This design comes from an exercise in tuning for small area and a short achievable clock period on the open sky130 flow, not from production work. Only simulation tests tie the RTL to the original design; equivalence was not proved.

## winograd_top
module winograd_top(clk, rst_n, in_valid,
    inp10, inp11, inp12, inp13, inp20, inp21, inp22, inp23,
    inp30, inp31, inp32, inp33, inp40, inp41, inp42, inp43,
    ker10, ker11, ker12, ker20, ker21, ker22, ker30, ker31, ker32,
    out_valid, out10, out11, out20, out21);
    input clk, rst_n, in_valid;
    input [7:0] inp10, inp11, inp12, inp13;
    input [7:0] inp20, inp21, inp22, inp23;
    input [7:0] inp30, inp31, inp32, inp33;
    input [7:0] inp40, inp41, inp42, inp43;
    input [7:0] ker10, ker11, ker12;
    input [7:0] ker20, ker21, ker22;
    input [7:0] ker30, ker31, ker32;
    output out_valid;
    output [7:0] out10, out11, out20, out21;
    reg [3:1] vld;
    always @(posedge clk) begin
        if (rst_n == 1'b0)
            vld <= {3{1'b0}};
        else
            vld <= {vld[2:1], in_valid};
    end
    assign out_valid = vld[3];
    winograd core(clk, inp10, inp11, inp12, inp13, inp20, inp21, inp22, inp23,
                  inp30, inp31, inp32, inp33, inp40, inp41, inp42, inp43,
                  ker10, ker11, ker12, ker20, ker21, ker22, ker30, ker31, ker32,
                  out10, out11, out20, out21);
endmodule
For scale: roughly 380 flip-flops, ~240 I/O pins, ~27000 sq um of cells after synthesis.
Settings: LEC_CHECK=0, CAP_MARGIN=20, CORE_MARGIN=2, CORE_UTILIZATION=40, SLEW_MARGIN=20, SYNTH_HIERARCHICAL=1; clock period 15.5 ns.
standard.sh (not shown) runs the stock make flow with config.mk's settings and CLKGATE_MAP_FILE= SYNTH_SCRIPT=/design/flow/synth_recipe.tcl, a recipe that flattens the netlist after the stock synthesis.
==> flow/flow/run.sh <==
#!/bin/bash
# Own layout flow: the standard flow (standard.sh) with two changes:
#  - the port buffers use a small buffer cell (buf_2) instead of the default choice;
#  - timing repair aims for 11.0 ns of setup slack, i.e. it works on every path
#    longer than 4.5 ns (the clock period stays 15.5 ns).
export BUFFER_PORTS_ARGS="-buffer_cell sky130_fd_sc_hd__buf_2"
export SETUP_SLACK_MARGIN=11.0
bash standard.sh > standard.log 2>&1
Next try:
--- a/flow/flow/run.sh
+++ b/flow/flow/run.sh
@@ -4,2 +4,2 @@
-#  - timing repair aims for 11.0 ns of setup slack, i.e. it works on every path
-#    longer than 4.5 ns (the clock period stays 15.5 ns).
+#  - timing repair aims for 11.2 ns of setup slack, i.e. it works on every path
+#    longer than 4.3 ns (the clock period stays 15.5 ns).
@@ -7 +7 @@
-export SETUP_SLACK_MARGIN=11.0
+export SETUP_SLACK_MARGIN=11.2
Clock skew went up by 10 ps.
Count of clock-buffer cells in the layout went up by 4.
Non-clock buffer count went up by 25.

Setup of job 6962:
winograd_top again, from the RTL that the note above started with.
export LEC_CHECK = 0
export CAP_MARGIN = 20
export CORE_MARGIN = 2
export CORE_UTILIZATION = 60
export CTS_CLUSTER_DIAMETER = 100
export CTS_CLUSTER_SIZE = 25
export SLEW_MARGIN = 20
export SYNTH_HIERARCHICAL = 1
create_clock -name core_clock -period 15.5 [get_ports {clk}]
==> flow/flow/run.sh <==
#!/bin/bash
# Own layout flow: the standard flow (standard.sh) with two changes:
#  - the port buffers use a small buffer cell (buf_2) instead of the default choice;
#  - timing repair aims for 11.0 ns of setup slack, i.e. it works on every path
#    longer than 4.5 ns (the clock period stays 15.5 ns).
export BUFFER_PORTS_ARGS="-buffer_cell sky130_fd_sc_hd__buf_2"
export SETUP_SLACK_MARGIN=11.0
bash standard.sh > standard.log 2>&1
The inputs of job 461 differ from those of job 6962 as listed below.
Settings: CTS_CLUSTER_SIZE no longer set, was 25; CORE_UTILIZATION now 40, was 60; CTS_CLUSTER_DIAMETER no longer set, was 100.
==> flow/flow/run.sh <==
#!/bin/bash
# Own layout flow: the standard flow (standard.sh) with two changes:
#  - the port buffers use a small buffer cell (buf_2) instead of the default choice;
#  - timing repair aims for 11.4 ns of setup slack, i.e. it works on every path
#    longer than 4.1 ns (the clock period stays 15.5 ns).
export BUFFER_PORTS_ARGS="-buffer_cell sky130_fd_sc_hd__buf_2"
export SETUP_SLACK_MARGIN=11.4
bash standard.sh > standard.log 2>&1
In job 461, the number of non-clock buffers in the layout came out 28% above the value in job 6962. Job 6962 → job 461: cell area rose 0.0033 sq mm, wire length per cell after detailed routing fell 1.5 um.
Input-level comparison between job 9221 and job 461:
Settings: CTS_CLUSTER_DIAMETER now 100, previously not set; CTS_CLUSTER_SIZE now 25, previously not set; CORE_UTILIZATION now 60, was 40.
==> flow/flow/run.sh <==
#!/bin/bash
# Own layout flow: the standard flow (standard.sh) with two changes:
#  - the port buffers use a small buffer cell (buf_2) instead of the default choice;
#  - timing repair aims for 11.15 ns of setup slack, i.e. it works on every path
#    longer than 4.35 ns (the clock period stays 15.5 ns).
export BUFFER_PORTS_ARGS="-buffer_cell sky130_fd_sc_hd__buf_2"
export SETUP_SLACK_MARGIN=11.15
bash standard.sh > standard.log 2>&1
[summary]
Compared to job 461, job 9221 was floorplanned on a smaller die. Design area: job 9221 and job 461 compared, lower one is job 9221. Note that the cell count recorded for job 461 amounts to 1.11 times the value seen in job 9221. In job 9221 the number of post-CTS setup repair buffers turned out 36 lower than in job 461. Job 9221 vs job 461 — clock insertion delay at the later pin of the skew report dropped 0.04 ns. NOTE timing-limited maximum frequency job 461->job 9221 increased slightly. Diff job 461 -> job 9221 | final period utilization | decrease of 0.19 points. Relative to job 461, post-route worst hold slack increased by 0.0040 ns in job 9221.
> inputs changed (job 9221 -> job 2327)
Settings: CTS_CLUSTER_DIAMETER: 100 -> unset; CORE_UTILIZATION: 60 -> 40; CTS_CLUSTER_SIZE: 25 -> unset.
==> flow/flow/run.sh <==
#!/bin/bash
# Own layout flow: the standard flow (standard.sh) with two changes:
#  - the port buffers use a small buffer cell (buf_2) instead of the default choice;
#  - timing repair aims for 10.7 ns of setup slack, i.e. it works on every path
#    longer than 4.8 ns (the clock period stays 15.5 ns).
export BUFFER_PORTS_ARGS="-buffer_cell sky130_fd_sc_hd__buf_2"
export SETUP_SLACK_MARGIN=10.7
bash standard.sh > standard.log 2>&1
- When the final numbers for job 9221 and job 2327 were put side by side, the number of cell rows turned out to be greater in job 2327.
- Looking at critical path depth, job 2327 sits 1 above job 9221.
- In job 2327, die width is higher than in job 9221.
- Compared with job 9221, global-route wire length before repair in job 2327 increased by a few percent.
- Global routing usage on met3 ended up 1.2 points lower on job 2327 than on job 9221.
- Worst hold slack delta (job 9221 -> job 2327): insignificant
- Job 9221 has higher post-CTS setup repair buffer count than job 2327.
- For job 2327, the start point of the critical path was core.r1_inp41_0, unlike job 9221, where it was core.r1_ker30_4.
The following lists how job 1724 was set up differently from job 2327:
Settings: CTS_CLUSTER_DIAMETER: unset -> 100; CTS_CLUSTER_SIZE: unset -> 25; CORE_UTILIZATION: 40 -> 70.
==> flow/flow/run.sh <==
#!/bin/bash
# Own layout flow: the standard flow (standard.sh) with two changes:
#  - the port buffers use a small buffer cell (buf_2) instead of the default choice;
#  - timing repair aims for 11.0 ns of setup slack, i.e. it works on every path
#    longer than 4.5 ns (the clock period stays 15.5 ns).
export BUFFER_PORTS_ARGS="-buffer_cell sky130_fd_sc_hd__buf_2"
export SETUP_SLACK_MARGIN=11.0
bash standard.sh > standard.log 2>&1
--- outcome ---
- Diff job 2327 -> job 1724: layout-stage area growth over the synthesis result shows a reduction of 3.4 points; final critical path time including I/O delays and setup dropped 0.26 ns.
- Global placement routability congestion (lower): job 2327

[re-timing with driven ports]
The results above use ideal ports. As a check the final layouts listed here were re-extracted and re-timed, cells and wires unchanged. Step 1 sets driving cells, clkbuf_16 on the clock port and buf_2 on the other inputs (assumed; they add their load-dependent delay and slew). Step 2 moves the port delays by t, midway between the first and last clock arrival at a register: inputs arrive t later, outputs are due t later. That takes back most of the time a late clock gives input paths. Slacks: ideal / step 1 / step 2; pairs: ideal / step 1.
run	shift t [ns]	setup slack, ns	worst slew at a driven data input, ns
the first run of note 1	0.641	11.032 / 11.032 / 10.488	0.08
the second run of note 1	0.645	11.121 / 11.121 / 10.574	0.11
job 6962	0.618	11.041 / 11.041 / 10.514	0.05
job 461	0.651	11.061 / 11.061 / 10.546	0.11
job 9221	0.615	11.091 / 11.091 / 10.555	0.09
job 2327	0.649	10.792 / 10.792 / 10.412	0.06
job 1724	0.611	11.056 / 11.056 / 10.530	0.07
After both steps setup and hold are still met in every run listed. For the second run of note 1, which loses most, drivers alone change the setup slack by 0.000 ns; drivers and shift together by -0.547 ns.
